This design comes from an exercise in tuning for small area on the open sky130 flow, not from production work.
Function was checked by simulation only, so behaviour that the tests miss may differ from the original.
Power and IR drop assume default switching activity.

<file path="design.v">
module pc(
    input [31:0] newpc,
    input clk,
    input reset,
    output [31:0] oldpc
    );
	reg [31:0] _pc;
	always@(posedge clk or posedge reset)
	begin
		if(reset) _pc <= 32'h00003000;
		else begin
			_pc  <= newpc;
		end
	end
	assign oldpc = _pc;
endmodule
module npc(
   	input [31:0] oldPC,
	input [15:0] beq_imm,
	input [25:0] addr,
	input [31:0] reg_in,
	input [31:0] PC_ID,
	input beq_zero,    
    input [1:0] PC_sel,   
    output reg [31:0] newPC,
	output reg Flush,
	input Stall1,
	input Stall2
    );
   wire [31:0] PC4;
   wire [31:0] PC4_ID;
   assign PC4 = oldPC + 4;
   assign PC4_ID = PC_ID + 4;
	always @(*) begin
		if(Stall1 || Stall2) begin
			newPC = oldPC;
			Flush = 0;
		end
		else
			case(PC_sel)
				2'b00:	begin
					newPC = PC4;
					Flush = 0;
				end
				2'b01:	begin			
					if(beq_zero == 1) begin
						newPC = PC4_ID + {{14{beq_imm[15]}},beq_imm[15:0],2'b00}; 
						Flush = 1;
					end
					else begin
						newPC = PC4;	
						Flush = 0;
					end
				end
				2'b10:  
					begin
						newPC = {{PC4[31:28]},addr[25:0],2'b00};
						Flush = 1;
					end
				2'b11:  
				begin
					newPC = reg_in; 
					Flush = 1;
				end
			endcase
	 end	 
endmodule
module IF_ID (clk, rst, IRWr, Flush,
PC_in, im_dout, 
PC, instr);
   input clk;
   input rst;
   input IRWr; 
   input Flush;
   input  [31:0] PC_in;
   input  [31:0] im_dout;
   output reg [31:0] PC;
   output reg [31:0] instr;
   always @(posedge clk or posedge rst) begin
      if ( rst ) begin
         PC <= 0;
         instr <= 0;
      end
      else if (IRWr) begin
         if(Flush) begin
            PC <= PC_in;
            instr <= 32'b0;
         end
         else begin
            PC <= PC_in;
            instr <= im_dout;
         end
      end
   end  
endmodule
module ctrl(
    input [5:0] opcode,
    input [5:0] func,
    output reg [1:0] RegDst,
    output reg ALUSrc,
    output reg MemRead,
    output reg RegWrite,
    output reg MemWrite,
    output reg [1:0] DatatoReg,
    output reg [1:0] PC_sel,
    output reg ExtOp,
    output reg [4:0] ALUCtrl,
    output reg ShamtSrc,
	output reg Branch
    );
	always @(opcode or func ) begin
		case(opcode)
		6'b000000:    
				case(func)
				  6'b100001:
				  begin
					  RegDst = 2'b01;
					  ALUSrc = 0;
					  MemRead = 0;
					  RegWrite = 1;
					  MemWrite = 0;
					  DatatoReg = 2'b00;
					  PC_sel = 2'b00;
					  ExtOp = 0;
					  ALUCtrl = 5'b00001;		
					  ShamtSrc = 0;
					  Branch = 0;
				  end
				  6'b100011:
				  begin
					  RegDst = 2'b01;
				    ALUSrc = 0;
					  MemRead = 0;
					  RegWrite = 1;
					  MemWrite = 0;
					  DatatoReg = 2'b00;
					  PC_sel = 2'b00;
					  ExtOp = 0;
					  ALUCtrl = 5'b00011;		
					  ShamtSrc = 0;
					  Branch = 0;
				  end								
					6'b100000:
					begin
					  RegDst = 2'b01;
						ALUSrc = 0;
						MemRead = 0;
						RegWrite = 1;
						MemWrite = 0;
						DatatoReg = 2'b00;
						PC_sel = 2'b00;
						ExtOp = 0;
						ALUCtrl = 5'b00010;		
						ShamtSrc = 0;
						Branch = 0;
					end								
					6'b100010:
					begin
					  RegDst = 2'b01;
						ALUSrc = 0;
						MemRead = 0;
						RegWrite = 1;
						MemWrite = 0;
						DatatoReg = 2'b00;
						PC_sel = 2'b00;
						ExtOp = 0;
						ALUCtrl = 5'b00100;		
						ShamtSrc = 0;
						Branch = 0;
					end
					6'b100101:
					begin
					  RegDst = 2'b01;
						ALUSrc = 0;
						MemRead = 0;
						RegWrite = 1;
						MemWrite = 0;
						DatatoReg = 2'b00;
						PC_sel = 2'b00;
						ExtOp = 0;
						ALUCtrl = 5'b00110;		
						ShamtSrc = 0;
						Branch = 0;
					end
					6'b100100:
					begin
					  RegDst = 2'b01;
						ALUSrc = 0;
						MemRead = 0;
						RegWrite = 1;
						MemWrite = 0;
						DatatoReg = 2'b00;
						PC_sel = 2'b00;
						ExtOp = 0;
						ALUCtrl = 5'b00101;		
						ShamtSrc = 0;
						Branch = 0;
					end
					6'b000000:
					begin
					  RegDst = 2'b01;
						ALUSrc = 0;
						MemRead = 0;
						RegWrite = 1;
						MemWrite = 0;
						DatatoReg = 2'b00;
						PC_sel = 2'b00;
						ExtOp = 0;
						ALUCtrl = 5'b10001;
						ShamtSrc = 1;
						Branch = 0;
					end
					6'b000010:
					begin
					  RegDst = 2'b01;
						ALUSrc = 0;
						MemRead = 0;
						RegWrite = 1;
						MemWrite = 0;
						DatatoReg = 2'b00;
						PC_sel = 2'b00;
						ExtOp = 0;
						ALUCtrl = 5'b10010;
						ShamtSrc = 1;
						Branch = 0;
					end
					6'b000011:
					begin
					  RegDst = 2'b01;
						ALUSrc = 0;
						MemRead = 0;
						RegWrite = 1;
						MemWrite = 0;
						DatatoReg = 2'b00;
						PC_sel = 2'b00;
						ExtOp = 0;
						ALUCtrl = 5'b10011;
						ShamtSrc = 1;
						Branch = 0;
					end
			    6'b001000:
			    begin
			      RegDst = 2'b00;
				    ALUSrc = 0;
				    MemRead = 0;
				    RegWrite = 0;
				    MemWrite = 0;
				    DatatoReg = 2'b00;
				    PC_sel = 2'b11;
				    ExtOp = 0;
				    ALUCtrl = 3'b000;			
				    ShamtSrc = 0;
					Branch = 1;
			    end
			    6'b101010:
			    begin
					  RegDst = 2'b01;
						ALUSrc = 0;
						MemRead = 0;
						RegWrite = 1;
						MemWrite = 0;
						DatatoReg = 2'b00;
						PC_sel = 2'b00;
						ExtOp = 0;
						ALUCtrl = 5'b01001;		
						ShamtSrc = 0;
						Branch = 0;
					end
					default:
					begin
						RegDst = 2'b00;
						ALUSrc = 0;
						MemRead = 0;
						RegWrite = 0;
						MemWrite = 0;
						DatatoReg = 2'b00;
						PC_sel = 2'b00;
						ExtOp = 0;
						ALUCtrl = 3'b000;
						ShamtSrc = 0;
						Branch = 0;
					end
				endcase  
			6'b001000:
			begin
			  RegDst = 2'b00;
				ALUSrc = 1;
				MemRead = 0;
				RegWrite = 1;
				MemWrite = 0;
				DatatoReg = 2'b00;
				PC_sel = 2'b00;
				ExtOp = 1;
				ALUCtrl = 5'b00010;		
				ShamtSrc = 0;
				Branch = 0;
			end
			6'b001010:
			begin
			  RegDst = 2'b00;
				ALUSrc = 1;
				MemRead = 0;
				RegWrite = 1;
				MemWrite = 0;
				DatatoReg = 2'b00;
				PC_sel = 2'b00;
				ExtOp = 1;
				ALUCtrl = 5'b01001;		
				ShamtSrc = 0;
				Branch = 0;
			end
			6'b001101:   
			 begin
				 RegDst = 2'b00;
				 ALUSrc = 1;
				 MemRead = 0;
				 RegWrite = 1;
				 MemWrite = 0;
				 DatatoReg = 2'b00;
				 PC_sel = 2'b00;
				 ExtOp = 0;
				 ALUCtrl = 5'b00110;				
				 ShamtSrc = 0;
				 Branch = 0;
			 end
			 6'b001111:
			 begin
			   RegDst = 2'b00;
				 ALUSrc = 1;
				 MemRead = 0;
				 RegWrite = 1;
				 MemWrite = 0;
				 DatatoReg = 2'b00;
				 PC_sel = 2'b00;
				 ExtOp = 0;
				 ALUCtrl = 5'b10100;		
				 ShamtSrc = 0;
				 Branch = 0;
			 end
			6'b000100:  
			begin
				RegDst = 2'b00;
				ALUSrc = 0;
				MemRead = 0;
				RegWrite = 0;
				MemWrite = 0;
				DatatoReg = 2'b00;
				PC_sel = 2'b01;
				ExtOp = 0;
				ALUCtrl = 5'b01011;			
				ShamtSrc = 0;
				Branch = 1;
			end
			6'b000101:  
			begin
				RegDst = 2'b00;
				ALUSrc = 0;
				MemRead = 0;
				RegWrite = 0;
				MemWrite = 0;
				DatatoReg = 2'b00;
				PC_sel = 2'b01;
				ExtOp = 0;
				ALUCtrl = 5'b01100;			
				ShamtSrc = 0;
				Branch = 1;
			end
			6'b000010:
			begin
			  RegDst = 2'b00;
				ALUSrc = 0;
				MemRead = 0;
				RegWrite = 0;
				MemWrite = 0;
				DatatoReg = 2'b00;
				PC_sel = 2'b10;
				ExtOp = 0;
				ALUCtrl = 3'b000;			
				ShamtSrc = 0;
				Branch = 1;
			end
			6'b000011:
			begin
			  RegDst = 2'b10;
				ALUSrc = 0;
				MemRead = 0;
				RegWrite = 1;
				MemWrite = 0;
				DatatoReg = 2'b10;
				PC_sel = 2'b10;
				ExtOp = 0;
				ALUCtrl = 3'b000;			
				ShamtSrc = 0;
				Branch = 1;
			end
			6'b100011:
			begin
			  RegDst = 2'b00;
				ALUSrc = 1;
				MemRead = 1;
				RegWrite = 1;
				MemWrite = 0;
				DatatoReg = 2'b01;
				PC_sel = 2'b00;
				ExtOp = 0;
				ALUCtrl = 5'b11111;			
				ShamtSrc = 0;
				Branch = 0;
			end
			6'b101011:
			begin
			  RegDst = 2'b00;
				ALUSrc = 1;
				MemRead = 0;
				RegWrite = 0;
				MemWrite = 1;
				DatatoReg = 2'b00;
				PC_sel = 2'b00;
				ExtOp = 0;
				ALUCtrl = 5'b11110;			
				ShamtSrc = 0;
				Branch = 0;
			end
			default:
					begin
						RegDst = 2'b00;
						ALUSrc = 0;
						MemRead = 0;
						RegWrite = 0;
						MemWrite = 0;
						DatatoReg = 2'b00;
						PC_sel = 2'b00;
						ExtOp = 0;
						ALUCtrl = 3'b000;
					  ShamtSrc = 0;
					  Branch = 0;
					end
		endcase
	 end
endmodule
module RegDst_mux(
		input [1:0] RegDst,
		input [20:16] Instrl_rs,
		input [15:11] Instrl_rt,
		output reg [4:0] Reg_rd
    );
	always@(RegDst or Instrl_rs or Instrl_rt)begin
		case(RegDst)
			2'b00: Reg_rd = Instrl_rs[20:16];
			2'b01: Reg_rd = Instrl_rt[15:11];		
			2'b10: Reg_rd = 5'b11111;
			default: Reg_rd = 5'b00000;
		endcase
	end
endmodule
module ALUSrc_mux(
	input [31:0] grf_out,
	input [31:0] extend_out,
	input ALUSrc,
	output reg [31:0] ALUSrc_mux_out
	);	
	always@(grf_out or extend_out or ALUSrc)begin
		if(ALUSrc == 1) ALUSrc_mux_out = extend_out;
		else ALUSrc_mux_out = grf_out;
	end
endmodule
module ShamtSrc_mux(
  input [4:0] in,
  input ShamtSrc,
  output reg [4:0] out);
  always@(in or ShamtSrc) begin
    if(ShamtSrc == 1) out = in;
    else out = 5'b00000;
  end
endmodule
module DatatoReg_mux(
	input [31:0] ALU_data,
	input [31:0] Mem_data,
	input [31:0] PC_data,
	input [1:0]  DatatoReg,
	output reg [31:0] DatatoReg_out
	);
	always@(ALU_data or Mem_data or DatatoReg or PC_data) begin
		case(DatatoReg)
			2'b00: DatatoReg_out = ALU_data;
			2'b01: DatatoReg_out = Mem_data;	
			2'b10: DatatoReg_out = PC_data - 4;		
			default: DatatoReg_out = 32'h0000_0000;
		endcase
	end
endmodule
module ForwardA_mux(
	input [1:0] ForwardA,
	input [31:0] grf_out_A,  
	input [31:0] dm,  
	input [31:0] ALURes,  
	output reg [31:0] out
);
	always@(*) begin
		if(ForwardA == 2'b00)
			out <= grf_out_A;
		else if(ForwardA == 2'b01)
			out <= dm;
		else if(ForwardA == 2'b10)
			out <= ALURes;
		else
			out <= grf_out_A;
	end
endmodule
module ForwardB_mux(
	input [1:0] ForwardB,
	input [31:0] grf_out_B,
	input [31:0] dm, 
	input [31:0] ALURes,
	output reg [31:0] out
);
	always@(*) begin
		if(ForwardB == 2'b00)
			out <= grf_out_B;
		else if(ForwardB == 2'b01)
			out <= dm;
		else if(ForwardB == 2'b10)
			out <= ALURes;
		else
			out <= grf_out_B;
	end
endmodule
module Mux_Gpr(
	input Gpr_sel,
	input [31:0] WrData,
	input [31:0] GprData,
	output reg [31:0] out
);
	always @(*) begin
		if(Gpr_sel)
			out <= WrData;
		else
			out <= GprData;
	end
endmodule
module gpr(
    input clk,
	input rst,
	input [4:0] rs,
    input [4:0] rt,
    input [4:0] rd,
    input [31:0] wd,
    input we,
    output [31:0] outa,
    output [31:0] outb
    );
	reg [31:0] Gpr[31:0];
	wire [31:0] out1;
	wire [31:0] out2;
	genvar g;
	generate
		for(g = 0; g < 32; g = g+1) begin : regs
			always @(posedge clk or posedge rst) begin
				if(rst)
					Gpr[g] <= 0;
				else if(we && rd == g)
					Gpr[g] <= (rd == 0)?0:wd;
			end
		end
	endgenerate
	assign Gpr_sel1 = wd && (rd == rs);
	assign Gpr_sel2 = wd && (rd == rt);
	Mux_Gpr mux1(Gpr_sel1,wd,Gpr[rs],out1);
	Mux_Gpr mux2(Gpr_sel2,wd,Gpr[rt],out2);
	assign outa = (rs == 0) ? 0: out1;
	assign outb = (rt == 0) ? 0: out2;
endmodule
module extend(
    input [15:0] in,
    input ExtOp,
    output reg[31:0] out
    );
	always@(in or ExtOp)begin
		if(ExtOp == 1) out = {{16{in[15]}},in[15:0]};
		else out = {{16{1'b0}},in[15:0]};
	end
endmodule
module Forward_EX(EX_MEM_RegRd, MEM_WB_RegRd, EX_MEM_RegWr, MEM_WB_RegWr, ID_EX_RegRs, ID_EX_RegRt,
ForwardA_EX, ForwardB_EX);
    input [4:0] EX_MEM_RegRd;
    input [4:0] MEM_WB_RegRd;
    input EX_MEM_RegWr;
    input MEM_WB_RegWr;
    input [4:0] ID_EX_RegRs;
    input [4:0] ID_EX_RegRt;
    output reg [1:0] ForwardA_EX;
    output reg [1:0] ForwardB_EX;
    always @(*) begin
        if(EX_MEM_RegWr && EX_MEM_RegRd != 5'b00000 && EX_MEM_RegRd == ID_EX_RegRs ) begin
            ForwardA_EX <= 2'b10;
            ForwardB_EX <= 2'b00;
        end
        else if (EX_MEM_RegWr && EX_MEM_RegRd != 5'b00000 && EX_MEM_RegRd == ID_EX_RegRt) begin
            ForwardA_EX <= 2'b00;
            ForwardB_EX <= 2'b10;
        end
        else if (MEM_WB_RegWr && MEM_WB_RegRd != 5'b00000 && MEM_WB_RegRd == ID_EX_RegRs) begin
            ForwardA_EX <= 2'b01;
            ForwardB_EX <= 2'b00;
        end
        else if (MEM_WB_RegWr && MEM_WB_RegRd != 5'b00000 && MEM_WB_RegRd == ID_EX_RegRt) begin
            ForwardA_EX <= 2'b00;
            ForwardB_EX <= 2'b01;
        end
        else begin
            ForwardA_EX <= 2'b00;
            ForwardB_EX <= 2'b00;
        end
    end
endmodule
module Forward_ID(EX_MEM_RegRd, MEM_WB_RegRd, EX_MEM_RegWr, MEM_WB_RegWr, IF_ID_RegRs, IF_ID_RegRt,
ForwardA_ID, ForwardB_ID);
    input [4:0] EX_MEM_RegRd;
    input [4:0] MEM_WB_RegRd;
    input EX_MEM_RegWr;
    input MEM_WB_RegWr;
    input [4:0] IF_ID_RegRs;
    input [4:0] IF_ID_RegRt;
    output reg [1:0] ForwardA_ID;
    output reg [1:0] ForwardB_ID;
    always @(*) begin
        if(EX_MEM_RegWr && EX_MEM_RegRd != 5'b00000 && EX_MEM_RegRd == IF_ID_RegRs ) begin
            ForwardA_ID <= 2'b10;
            ForwardB_ID <= 2'b00;
        end
        else if (EX_MEM_RegWr && EX_MEM_RegRd != 5'b00000 && EX_MEM_RegRd == IF_ID_RegRt) begin
            ForwardA_ID <= 2'b00;
            ForwardB_ID <= 2'b10;
        end
        else if (MEM_WB_RegWr && MEM_WB_RegRd != 5'b00000 && MEM_WB_RegRd == IF_ID_RegRs) begin
            ForwardA_ID <= 2'b01;
            ForwardB_ID <= 2'b00;
        end
        else if (MEM_WB_RegWr && MEM_WB_RegRd != 5'b00000 && MEM_WB_RegRd == IF_ID_RegRt) begin
            ForwardA_ID <= 2'b00;
            ForwardB_ID <= 2'b01;
        end
        else begin
            ForwardA_ID <= 2'b00;
            ForwardB_ID <= 2'b00;
        end
    end
endmodule
module ID_comp(Instr_Type,in_A,in_B,isValid);
    input [5:0] Instr_Type;
    input [31:0] in_A;
    input [31:0] in_B;
    output reg isValid;
    always @(*) begin
        if(Instr_Type == 6'b000100)
            isValid <= ~|(in_A ^ in_B)?1'b1:1'b0;
        else if(Instr_Type == 6'b000101)
            isValid <= ~|(in_A ^ in_B)?1'b0:1'b1;
        else
            isValid <= 1'b0;
    end
endmodule
module Hazard_Data(IF_ID_RegRs, IF_ID_RegRt, ID_EX_RegRt, ID_EX_MemRead, Stall);
    input [4:0] IF_ID_RegRs;
    input [4:0] IF_ID_RegRt;
    input [4:0] ID_EX_RegRt;
    input ID_EX_MemRead;
    output reg Stall;
    always @(*) begin
        if(ID_EX_MemRead && 
        ((ID_EX_RegRt == IF_ID_RegRs) || (ID_EX_RegRt == IF_ID_RegRt)))
            Stall <= 1;
        else
            Stall <= 0;
    end
endmodule
module Hazard_Ctrl_1(IF_ID_RegRs1, IF_ID_RegRt1, ID_EX_RegRd1, ID_EX_RegWrite, Branch, Stall1);
    input [4:0] IF_ID_RegRs1;
    input [4:0] IF_ID_RegRt1;
    input [4:0] ID_EX_RegRd1;
    input ID_EX_RegWrite;
    input Branch;
    output reg Stall1;
    always @(*) begin
        if(ID_EX_RegWrite && Branch &&
        ((ID_EX_RegRd1 == IF_ID_RegRs1) || (ID_EX_RegRd1 == IF_ID_RegRt1)))
            Stall1 <= 1;
        else
            Stall1 <= 0;
    end
endmodule
module Hazard_Ctrl_2(IF_ID_RegRs2, IF_ID_RegRt2, ID_EX_RegRt2, ID_EX_MemRead2, IRWr_IF,IRWr_ID,IRWr_EX,IRWr_MEM,Branch2);
    input [4:0] IF_ID_RegRs2;
    input [4:0] IF_ID_RegRt2;
    input [4:0] ID_EX_RegRt2;
    input ID_EX_MemRead2;
    input Branch2;
    output reg IRWr_IF;
    output reg IRWr_ID;
    output reg IRWr_EX;
    output reg IRWr_MEM;
    always @(*) begin
        if(ID_EX_MemRead2 && Branch2 &&
        ((ID_EX_RegRt2 == IF_ID_RegRs2) || (ID_EX_RegRt2 == IF_ID_RegRt2))) begin
            IRWr_IF <= 1'b0;
            IRWr_ID <= 1'b0;
            IRWr_EX <= 1'b1;
            IRWr_MEM <= 1'b1;
        end
        else begin
            IRWr_IF <= 1'b1;
            IRWr_ID <= 1'b1;
            IRWr_EX <= 1'b1;
            IRWr_MEM <= 1'b1;
        end
    end
endmodule
module ID_EX (clk, rst, IRWr, Stall1, Stall2,
PC_in, im_dout, grf_out_A_in, grf_out_B_in, reg_write_no_in, RegDst_in, ALUOp_in, ALUSrc_in, Branch_in, MemRead_in, MemWrite_in, RegWrite_in, DatatoReg_in,ext_in,ShamtSrc_in,
PC, instr, grf_out_A, grf_out_B, reg_write_no , RegDst, ALUOp, ALUSrc, Branch, MemRead, MemWrite, RegWrite, DatatoReg, ext, ShamtSrc);               
   input clk;
   input rst;
   input IRWr; 
   input Stall1;
   input Stall2;
   input [31:0] PC_in;
   input [31:0] im_dout;
   input [31:0] grf_out_A_in;
   input [31:0] grf_out_B_in;
   input [31:0] ext_in;
   input [4:0] reg_write_no_in;
   input [1:0] RegDst_in;
   input [4:0] ALUOp_in;
   input ALUSrc_in;
   input Branch_in;
   input MemRead_in;
   input MemWrite_in;
   input RegWrite_in;
   input [1:0] DatatoReg_in;
   input ShamtSrc_in;
   output reg [31:0] PC;
   output reg [31:0] instr;
   output reg [31:0] grf_out_A;
   output reg [31:0] grf_out_B;
   output reg [31:0] ext;
   output reg [4:0] reg_write_no;
   output reg [1:0] RegDst;
   output reg [4:0] ALUOp;
   output reg ALUSrc;
   output reg Branch;
   output reg MemRead;
   output reg MemWrite;
   output reg RegWrite;
   output reg [1:0] DatatoReg;
   output reg ShamtSrc;
   always @(posedge clk or posedge rst) begin
      if ( rst ) begin
         PC <= 0;
         instr <= 0;
         grf_out_A <= 0;
         grf_out_B <= 0;
         reg_write_no <= 0;
         RegDst <= 0;
         ALUOp <= 5'b00000;
         ALUSrc <= 0;
         Branch <= 0;
         MemRead <= 0;
         MemWrite <= 0;
         RegWrite <= 0;
         DatatoReg <= 2'b00;
         ext <= 0;
         ShamtSrc <= 0;
      end
      else if (IRWr) begin
         if(Stall1 || Stall2) begin
            PC <= PC_in;
            instr <= im_dout;
            grf_out_A <= grf_out_A_in;
            grf_out_B <= grf_out_B_in;
            reg_write_no <= reg_write_no_in;
            RegDst <= RegDst_in;
            ALUOp <= ALUOp_in;
            ALUSrc <= ALUSrc_in;
            Branch <= Branch_in;
            MemRead <= 0;
            MemWrite <= 0;
            RegWrite <= 0;
            DatatoReg <= DatatoReg_in;
            ext <= ext_in;
            ShamtSrc <= ShamtSrc_in;
         end
         else begin
            PC <= PC_in;
            instr <= im_dout;
            grf_out_A <= grf_out_A_in;
            grf_out_B <= grf_out_B_in;
            reg_write_no <= reg_write_no_in;
            RegDst <= RegDst_in;
            ALUOp <= ALUOp_in;
            ALUSrc <= ALUSrc_in;
            Branch <= Branch_in;
            MemRead <= MemRead_in;
            MemWrite <= MemWrite_in;
            RegWrite <= RegWrite_in;
            DatatoReg <= DatatoReg_in;
            ext <= ext_in;
            ShamtSrc <= ShamtSrc_in;
         end
      end
   end  
endmodule
module alu(
    input [31:0] A,
    input [31:0] B,  
    input [4:0] ALUOp,
    input [4:0] shamt,
    input [15:0] offset,
    output reg [31:0] C
    );
	 always @(*) begin
		case(ALUOp)
			5'b00001: C = A + B;  
			5'b00011: C = A - B;  
			5'b00010: C = $signed(A) + $signed(B);  
			5'b00100: C = $signed(A) - $signed(B);  
			5'b00110: C = A | B;  
			5'b00101: C = A & B;  
			5'b10100: C = {B[15:0],16'h0000};  
			5'b10001: C = B << shamt;  
			5'b10010: C = B >> shamt;  
			5'b10011: C = $signed(B) >>> shamt;  
			5'b01001: begin  
			     if($signed(A)<$signed(B)) C = 32'h0001;
			     else C = 32'h0000;
			   end
			5'b11110: C = $signed(A) + {{16{offset[15]}},offset[15:0]};
			5'b11111: C = $signed(A) + {{16{offset[15]}},offset[15:0]};
			default: C = 32'h0000_0000;
		endcase
	 end
endmodule
module EX_MEM (clk, rst, IRWr, 
ext_in, ALURes_in,   grf_out_B_in, reg_write_no_in, Branch_in, MemRead_in, MemWrite_in, RegWrite_in, DatatoReg_in,
ext, ALURes,   grf_out_B, reg_write_no, Branch, MemRead, MemWrite, RegWrite, DatatoReg);
   input clk;
   input rst;
   input IRWr;
   input [31:0] ext_in;
   input [31:0] ALURes_in;
   input [31:0] grf_out_B_in;
   input [4:0] reg_write_no_in;
   input Branch_in;
   input MemRead_in;
   input MemWrite_in;
   input RegWrite_in;
   input [1:0] DatatoReg_in;
   output reg [31:0] ext;
   output reg [31:0] ALURes;
   output reg [31:0] grf_out_B;
   output reg [4:0] reg_write_no;
   output reg Branch;
   output reg MemRead;
   output reg MemWrite;
   output reg RegWrite;
   output reg [1:0] DatatoReg;
   always @(posedge clk or posedge rst) begin
      if ( rst ) begin
         ext <= 0;
         ALURes <= 0;
         grf_out_B <= 0;
         reg_write_no <= 0;
         Branch <= 0;
         MemRead <= 0;
         MemWrite <= 0;
         RegWrite <= 0;
         DatatoReg <= 0;
      end
      else if (IRWr) begin
         ext <= ext_in;
         ALURes <= ALURes_in;
         grf_out_B <= grf_out_B_in;
         reg_write_no <= reg_write_no_in;
         Branch <= Branch_in;
         MemRead <= MemRead_in;
         MemWrite <= MemWrite_in;
         RegWrite <= RegWrite_in;
         DatatoReg <= DatatoReg_in;
      end
   end  
endmodule
module MEM_WB (clk, rst, IRWr, 
MemAddr_in, Mem_out_in, reg_write_no_in, RegWrite_in, DatatoReg_in,
MemAddr, Mem_out, reg_write_no, RegWrite, DatatoReg);
   input clk;
   input rst;
   input IRWr; 
   input [31:0] MemAddr_in;
   input [31:0] Mem_out_in;
   input [4:0] reg_write_no_in;
   input RegWrite_in;
   input [1:0] DatatoReg_in;
   output reg [31:0] MemAddr;
   output reg [31:0] Mem_out;
   output reg [4:0] reg_write_no;
   output reg RegWrite;
   output reg [1:0] DatatoReg;
   always @(posedge clk or posedge rst) begin
      if ( rst ) begin
         MemAddr <= 0;
         Mem_out <= 0;
         reg_write_no <= 0;
         RegWrite <= 0;
         DatatoReg <= 0;
      end
      else if (IRWr) begin
         MemAddr <= MemAddr_in;
         Mem_out <= Mem_out_in;
         reg_write_no <= reg_write_no_in;
         RegWrite <= RegWrite_in;
         DatatoReg <= DatatoReg_in;
      end
   end  
endmodule
module mips_core(
	input         clk,
	input         reset,
	output [31:0] imem_addr,
	input  [31:0] imem_rdata,
	output [31:0] dmem_addr,
	output [31:0] dmem_wdata,
	output        dmem_we,
	output        dmem_re,
	input  [31:0] dmem_rdata
	);
	wire [31:0] old_PC;
	wire [31:0] new_PC;
	wire beq_zero;
	wire [1:0]  PC_sel;
	wire [31:0] Instrl;
	wire ExtOp;
	wire [31:0] ext_out;
	wire [1:0]  Data_to_Reg_sel;
	wire [31:0] Data_to_Reg;
	wire [1:0]  RegDst;
	wire [4:0]  Reg_rd;
	wire RegWrite;
	wire [31:0] grf_out_A;
	wire [31:0] grf_out_B;
	wire ShamtSrc;
	wire ALUSrc;
	wire [31:0] ALUSrc_out;
	wire [4:0]  ALUCtr;
	wire [4:0]  Shamt;
	wire [31:0] ALU_out;	 
	wire [31:0] dm_data_out;
	wire MemWrite;
	wire MemRead;
	wire [31:0] PC_ID;
	wire [31:0] Instrl_ID;
	wire IRWr_IF;
	wire Flush;
	wire [31:0] grf_out_A_comp;
	wire [31:0] grf_out_B_comp;
	wire [1:0] ForwardA_ID;
	wire [1:0] ForwardB_ID;
	wire IRWr_ID;
	wire Stall1;
	wire Stall2;
	wire Branch;
	wire [31:0] PC_EX;
	wire [31:0] Instrl_EX;
	wire [31:0] grf_out_A_EX;
	wire [31:0] grf_out_B_EX;
	wire [4:0] reg_write_no_EX;
	wire [1:0] RegDst_EX;
	wire [4:0] ALUOp_EX;
	wire ALUSrc_EX;
	wire Branch_EX;
	wire MemRead_EX;
	wire MemWrite_EX;
	wire RegWrite_EX;
	wire [1:0] DatatoReg_EX;
	wire [31:0] ext_EX;
	wire ShmatSrc_EX;
	wire [31:0] grf_out_A_alu;
	wire [31:0] grf_out_B_alu;
	wire [1:0] ForwardA_EX;
	wire [1:0] ForwardB_EX;
	wire IRWr_EX;
	wire IRWr_MEM;
	wire [31:0] ext_MEM;
	wire [31:0] ALURes_MEM;
	wire [31:0] grf_out_B_MEM;
	wire [4:0] reg_write_no_MEM;
	wire Branch_MEM;
	wire MemRead_MEM;
	wire MemWrite_MEM;
	wire RegWrite_MEM;
	wire [1:0] DatatoReg_MEM;
	wire [31:0] ALURes_WB;
	wire [31:0] Mem_out_WB;
	wire [4:0] reg_write_no_WB;
	wire RegWrite_WB;
	wire [1:0] DatatoReg_WB;
	assign imem_addr = old_PC;
	assign Instrl = imem_rdata;
	npc NPC(old_PC,Instrl_ID[15:0],Instrl_ID[25:0],grf_out_A,PC_ID,beq_zero,PC_sel,new_PC,Flush,Stall1,Stall2);
	pc  PC(new_PC,clk,reset,old_PC);
	IF_ID if_id(clk,reset,IRWr_IF,Flush,old_PC,Instrl,PC_ID,Instrl_ID);
	ctrl CTRL(Instrl_ID[31:26],Instrl_ID[5:0],RegDst,ALUSrc,MemRead,RegWrite,MemWrite,Data_to_Reg_sel,PC_sel,ExtOp,ALUCtr,ShamtSrc,Branch);
	RegDst_mux REGDST(RegDst,Instrl_ID[20:16],Instrl_ID[15:11],Reg_rd);
	gpr GRF(clk,reset,Instrl_ID[25:21],Instrl_ID[20:16],reg_write_no_WB,Data_to_Reg,RegWrite_WB,grf_out_A,grf_out_B);
	extend EXTEND(Instrl_ID[15:0],ExtOp,ext_out);
	Forward_ID FrID(reg_write_no_EX,reg_write_no_MEM,RegWrite_MEM,RegWrite_WB,Instrl_ID[25:21],Instrl_ID[20:16],ForwardA_ID, ForwardB_ID);
	ForwardA_mux FrA_ID(ForwardA_ID,grf_out_A,Data_to_Reg,ALU_out,grf_out_A_comp);
	ForwardB_mux FrB_ID(ForwardB_ID,grf_out_B,Data_to_Reg,ALU_out,grf_out_B_comp);
	ID_comp comp(Instrl_ID[31:26],grf_out_A_comp,grf_out_B_comp,beq_zero);
	Hazard_Data HzDt(Instrl_ID[25:21],Instrl_ID[20:16],Instrl_EX[20:16],MemRead_EX,Stall1);
	Hazard_Ctrl_1 HzCt1(Instrl_ID[25:21],Instrl_ID[20:16],reg_write_no_EX,RegWrite_EX,Branch_EX,Stall2);
	Hazard_Ctrl_2 HzCt2(Instrl_ID[25:21],Instrl_ID[20:16],Instrl_EX[20:16],MemRead_EX,IRWr_IF,IRWr_ID,IRWr_EX,IRWr_MEM,Branch_EX);
	ID_EX id_ex(clk,reset,IRWr_ID,Stall1,Stall2,PC_ID,Instrl_ID,grf_out_A,grf_out_B,Reg_rd,RegDst,ALUCtr,ALUSrc,Branch,MemRead,MemWrite,RegWrite,Data_to_Reg_sel,ext_out, ShamtSrc,
				PC_EX,Instrl_EX,grf_out_A_EX,grf_out_B_EX,reg_write_no_EX,RegDst_EX,ALUOp_EX,ALUSrc_EX,Branch_EX,MemRead_EX,MemWrite_EX,RegWrite_EX,DatatoReg_EX,ext_EX, ShmatSrc_EX);  
	Forward_EX FrEX(reg_write_no_MEM,reg_write_no_WB,RegWrite_MEM,RegWrite_WB,Instrl_EX[25:21],Instrl_EX[20:16],ForwardA_EX,ForwardB_EX);
	ForwardA_mux FrA_EX(ForwardA_EX,grf_out_A_EX,Data_to_Reg,ALURes_MEM,grf_out_A_alu);
	ForwardB_mux FrB_EX(ForwardB_EX,grf_out_B_EX,Data_to_Reg,ALURes_MEM,grf_out_B_alu);
	ALUSrc_mux ALUSRC(grf_out_B_alu,ext_EX,ALUSrc_EX,ALUSrc_out);
	ShamtSrc_mux SHAMTSRC(Instrl_EX[10:6],ShmatSrc_EX,Shamt);
	alu ALU(grf_out_A_alu,ALUSrc_out,ALUOp_EX,Shamt,Instrl_EX[15:0],ALU_out);
	EX_MEM ex_mem(clk,reset,IRWr_EX,ext_EX,ALU_out,grf_out_B_alu,reg_write_no_EX,Branch_EX,MemRead_EX,MemWrite_EX,RegWrite_EX,DatatoReg_EX,
					ext_MEM,ALURes_MEM,grf_out_B_MEM,reg_write_no_MEM,Branch_MEM,MemRead_MEM,MemWrite_MEM,RegWrite_MEM,DatatoReg_MEM);
	assign dmem_addr  = ALURes_MEM;
	assign dmem_wdata = grf_out_B_MEM;
	assign dmem_we    = MemWrite_MEM;
	assign dmem_re    = MemRead_MEM;
	assign dm_data_out = dmem_rdata;
	MEM_WB mem_wb(clk,reset,IRWr_MEM,ALURes_MEM,dm_data_out,reg_write_no_MEM,RegWrite_MEM,DatatoReg_MEM,
					ALURes_WB,Mem_out_WB,reg_write_no_WB,RegWrite_WB,DatatoReg_WB);
	DatatoReg_mux DATATOREG(ALURes_WB,Mem_out_WB,PC_EX,DatatoReg_WB,Data_to_Reg);
endmodule
</file>
<file path="run.sh">
#!/bin/bash
# synth_recipe.tcl (not shown) runs the flow's synth.tcl, then flattens the netlist and writes it again
# the make line also repeats each setting of config.mk as NAME=value (left out here)
make -C /OpenROAD-flow-scripts/flow DESIGN_CONFIG=/design/flow/config.mk WORK_HOME=/design/flow/orfs CLKGATE_MAP_FILE= SYNTH_SCRIPT=/design/flow/synth_recipe.tcl finish
</file>
<file path="config.mk">
export PLATFORM = sky130hd
export DESIGN_NAME = mips_core
export DESIGN_NICKNAME = mips_core
export VERILOG_FILES = /design/flow/design.v
export SDC_FILE = /design/flow/constraint.sdc
export NUM_CORES = 4
export LEC_CHECK = 0
export CAP_MARGIN = 20
export CORE_MARGIN = 2
export CORE_UTILIZATION = 40
export SLEW_MARGIN = 20
</file>
<file path="constraint.sdc">
create_clock -name core_clock -period 15.0 [get_ports {clk}]
set_input_delay 3.0000 -clock core_clock [delete_from_list [all_inputs] [get_ports {clk}]]
set_output_delay 3.0000 -clock core_clock [all_outputs]
set_load 0.01 [all_outputs]
</file>
==> run notes <==
-- registers in the layout (all words and copies together) (netlist names), 5 cells and up --
signal,count
GRF.Gpr,992
PC._pc,32
ex_mem.ALURes,32
ex_mem.grf_out_B,32
ex_mem.reg_write_no,5
id_ex.ALUOp,5
id_ex.PC,32
id_ex.grf_out_A,32
id_ex.grf_out_B,32
id_ex.instr,26
id_ex.reg_write_no,5
if_id.PC,32
if_id.instr,32
mem_wb.MemAddr,32
mem_wb.Mem_out,32
mem_wb.reg_write_no,5
-- area by class of cell --
class	instances	area, um2	area share (%)
Timing Repair Buffer	515	4450	4.68
Antenna cell	35	87.6	0.0921
Multi-Input combinational cell	7724	46300	48.7
Clock buffer	214	4560	4.79
Inverter	148	559	0.588
Clock inverter	77	1180	1.24
Tap cell	2788	3490	3.67
Sequential cell	1375	34400	36.2
-- how the worst min path moves through the flow --
stage                              startpoint             endpoint  slack [ns]
after floorplan           ex_mem.DatatoReg[0]  mem_wb.DatatoReg[0]        0.33
after global placement    ex_mem.DatatoReg[0]  mem_wb.DatatoReg[0]        0.36
after detailed placement   id_ex.DatatoReg[0]  ex_mem.DatatoReg[0]        0.37
after CTS                 ex_mem.DatatoReg[1]  mem_wb.DatatoReg[1]        0.38
after global routing      ex_mem.DatatoReg[0]  mem_wb.DatatoReg[0]        0.38
final                     ex_mem.DatatoReg[0]  mem_wb.DatatoReg[0]        0.37
-- cells in the final DEF, fill, tap and decap left out, drive strengths merged, types with 65 or more instances in the layout --
| master | count |
|---|---|
| nor2 | 541 |
| clkbuf | 214 |
| a22o | 90 |
| nor4 | 65 |
| xor2 | 67 |
| a22oi | 793 |
| nand3 | 231 |
| nor3 | 175 |
| buf | 352 |
| ha | 218 |
| a21oi | 394 |
| a221oi | 98 |
| mux2i | 125 |
| and3 | 68 |
| nand4 | 161 |
| o21ai | 1350 |
| nand2 | 2013 |
| clkdlybuf4s50 | 163 |
| dfrtp | 1373 |
| a31oi | 73 |
| o22ai | 74 |
| inv | 151 |
| xnor2 | 154 |
-- metal layers --
metal,vias to the layer above,global-route usage [%],wire [um]
met1,43900,55.3,176000
met4,38,33.8,47200
met2,8208,61.9,194000
met5,-,0,326
li1,36700,-,-
met3,2536,19.7,76100
-- metrics by stage --
stage / setup WS [ns] / hold WS (ns)
after floorplan: -7.02 / 0.331
after global placement: 2.58 / 0.361
after detailed placement: 2.50 / 0.369
after CTS: 2.50 / 0.379
after global routing: 1.72 / 0.375
final: 1.98 / 0.367
-- where the power goes --
group | total, mW | leakage [nW] | internal (mW) | switching (mW)
clock network | 4.31 | 2.80 | 2.53 | 1.78
registers | 4.19 | 18.8 | 3.89 | 0.300
logic | 2.20 | 18.8 | 0.754 | 1.45
-- cell families (layout without fill, tap and decap cells) --
group,Yosys count,in the layout,synth area share (%)
AOI/OAI and AO/OA,3565,3565,27.9
xor gates and xnor gates,221,221,2.31
adders and majority gates,222,222,3.36
buffers and inverters,984,954,4.52
DFF,1375,1375,41.2
muxes,149,149,1.87
other,0,35,0
and+or+nand+nor,3567,3567,18.8
==> results.ini <==
[synth]
synth_top_cell_area_share_pct = 41.1
synth.most_common_cell = nand2_1
yosys_warnings = 29
synth_common_cells = nand2_1, dfrtp_1, o21ai_0
synth.cell_area_um2 = 83600
synth_seq_cells = 1375
netlist-cell-type-count = 107
synthArstFlopShare_pct = 100
ys_seq_area_share_pct = 41.2
avgSynthCellArea_um2 = 8.29
synth_ff_type = dfrtp_1
synth_edf_count = 0
synthCells = 10100
synth_area_leaders = dfrtp_1, nand2_1, o21ai_0, a22oi_1, ha_1
synth_top_area_cell = dfrtp_1
syn_nets = 10400

[route]
dr.pass1.iters = 9
num_vias = 91400
viasPerCell = 7.10
routed_wl_um = 494000
drtIter0Drc = 15700
drc = 0
wl_per_cell_um = 38.3
final_antenna_net_count = 0

[placed_design]
gp_congestion = 1.11
dp_cells = 12500
dp_hpwl_um = 322000
dpl-instance-area_um2 = 89100
port-buffer-count = 163

[worst_setup_path]
r2r_cells = 33
path_depth = 33
slowest_stage = nor4_1
crit_start = mem_wb.reg_write_no[3]
cp.required_ns = 15.76
startpoint_type = flop
timing.rr.end = PC._pc[0]
r2r_slack_ns = 1.98
crit_end = PC._pc[0]
worst_path_dominant_cell_family = simple AND/OR/NAND/NOR gates
worstPathArrival_ns = 13.78
critical_path_class = flop to flop
worstPathMaxFanout = 34
worstReg2RegStart = mem_wb.reg_write_no[3]
slowest_delay_ns = 1.09
critPathCaptureType = flop
critical_path_buf_inv_count = 2

[clock_network]
h-tree-depth = 4
cts_tree = done
clock_latency_ns = 0.87
cts_root_buf = clkbuf_16
clkTransAtPathRegs_ns = 0.06
cts_buffers = 159
post_cts_resize_count = 0
post-cts-setup-buffers = 0
hold_buffers = 0
cts.sink_count = 1375
clk_path_buf_depth = 3

[pwr]
p_leak_nw = 40.4
irDropWorstVdd_uv = 126
finalPower_mw = 10.7
power_density_nw_per_um2 = 113

[die]
die_area_um2 = 213000
dieWidth_um = 461
core-area_um2 = 207000
io_pins = 164
rows = 167
fp.dieH_um = 461
start_util_pct = 40.3

[sta]
min_period_ns = 13.02
setup_viol = 0
setup_tns_ns = 0
rsz0062_at_grt = no
finClkSkew_ns = 0.0740
timing.fmax_mhz = 76.8
tightest_slew_ns = 1.33
drv_slew = 0
slew_headroom_pct = 10.1
fin_crit_sh_pct = 86.8
hold_viol_final = 0

[finish]
area_growth_pct = 13.7
layout-drive-gt1-share_pct = 8.78
fill_cells = 20300
layoutNonFillerInstCount = 12900
nets = 10200
final_cell_area_um2 = 95100
final_util_pct = 45.8

[global_route]
antenna_found_initial = 43
grt_pass1_wl_um = 675000
grt_overflow = 0
grt_start_max_net_pins = 174
grt.total_usage_pct = 45.1
grt_pass1_vias = 84000

[min_path]
hold_depth = 0
hp-class = flop to flop

[outcome]
status = finished clean

[job]
cap_violations = 0

[what the ideal ports hide]
In the flow no input, the clock included, has a driving cell. The finished layout below was timed again as built, in two steps. Step 1 (the two cells are an assumption about what drives the block):
set clk [get_ports {clk}]
set_driving_cell -lib_cell sky130_fd_sc_hd__clkbuf_16 $clk
set_driving_cell -lib_cell sky130_fd_sc_hd__buf_2 [delete_from_list [all_inputs] $clk]
Step 2 adds t to the input delays and takes it off the output delays; t is the mean of the earliest and latest rising clock arrival at the registers after step 1. Input paths then give back, and output paths get back, about the clock's delay inside the block. a / b / c = ideal / step 1 / step 2; a / b = the first two.
t, ns: 0.924
setup slack, ns: 1.983 / 1.983 / 1.983
worst register clock-pin slew, ns: 0.08 / 0.08
After both steps this run still meets setup and hold. For this run, drivers alone change the setup slack by 0.000 ns; drivers and shift together by 0.000 ns.
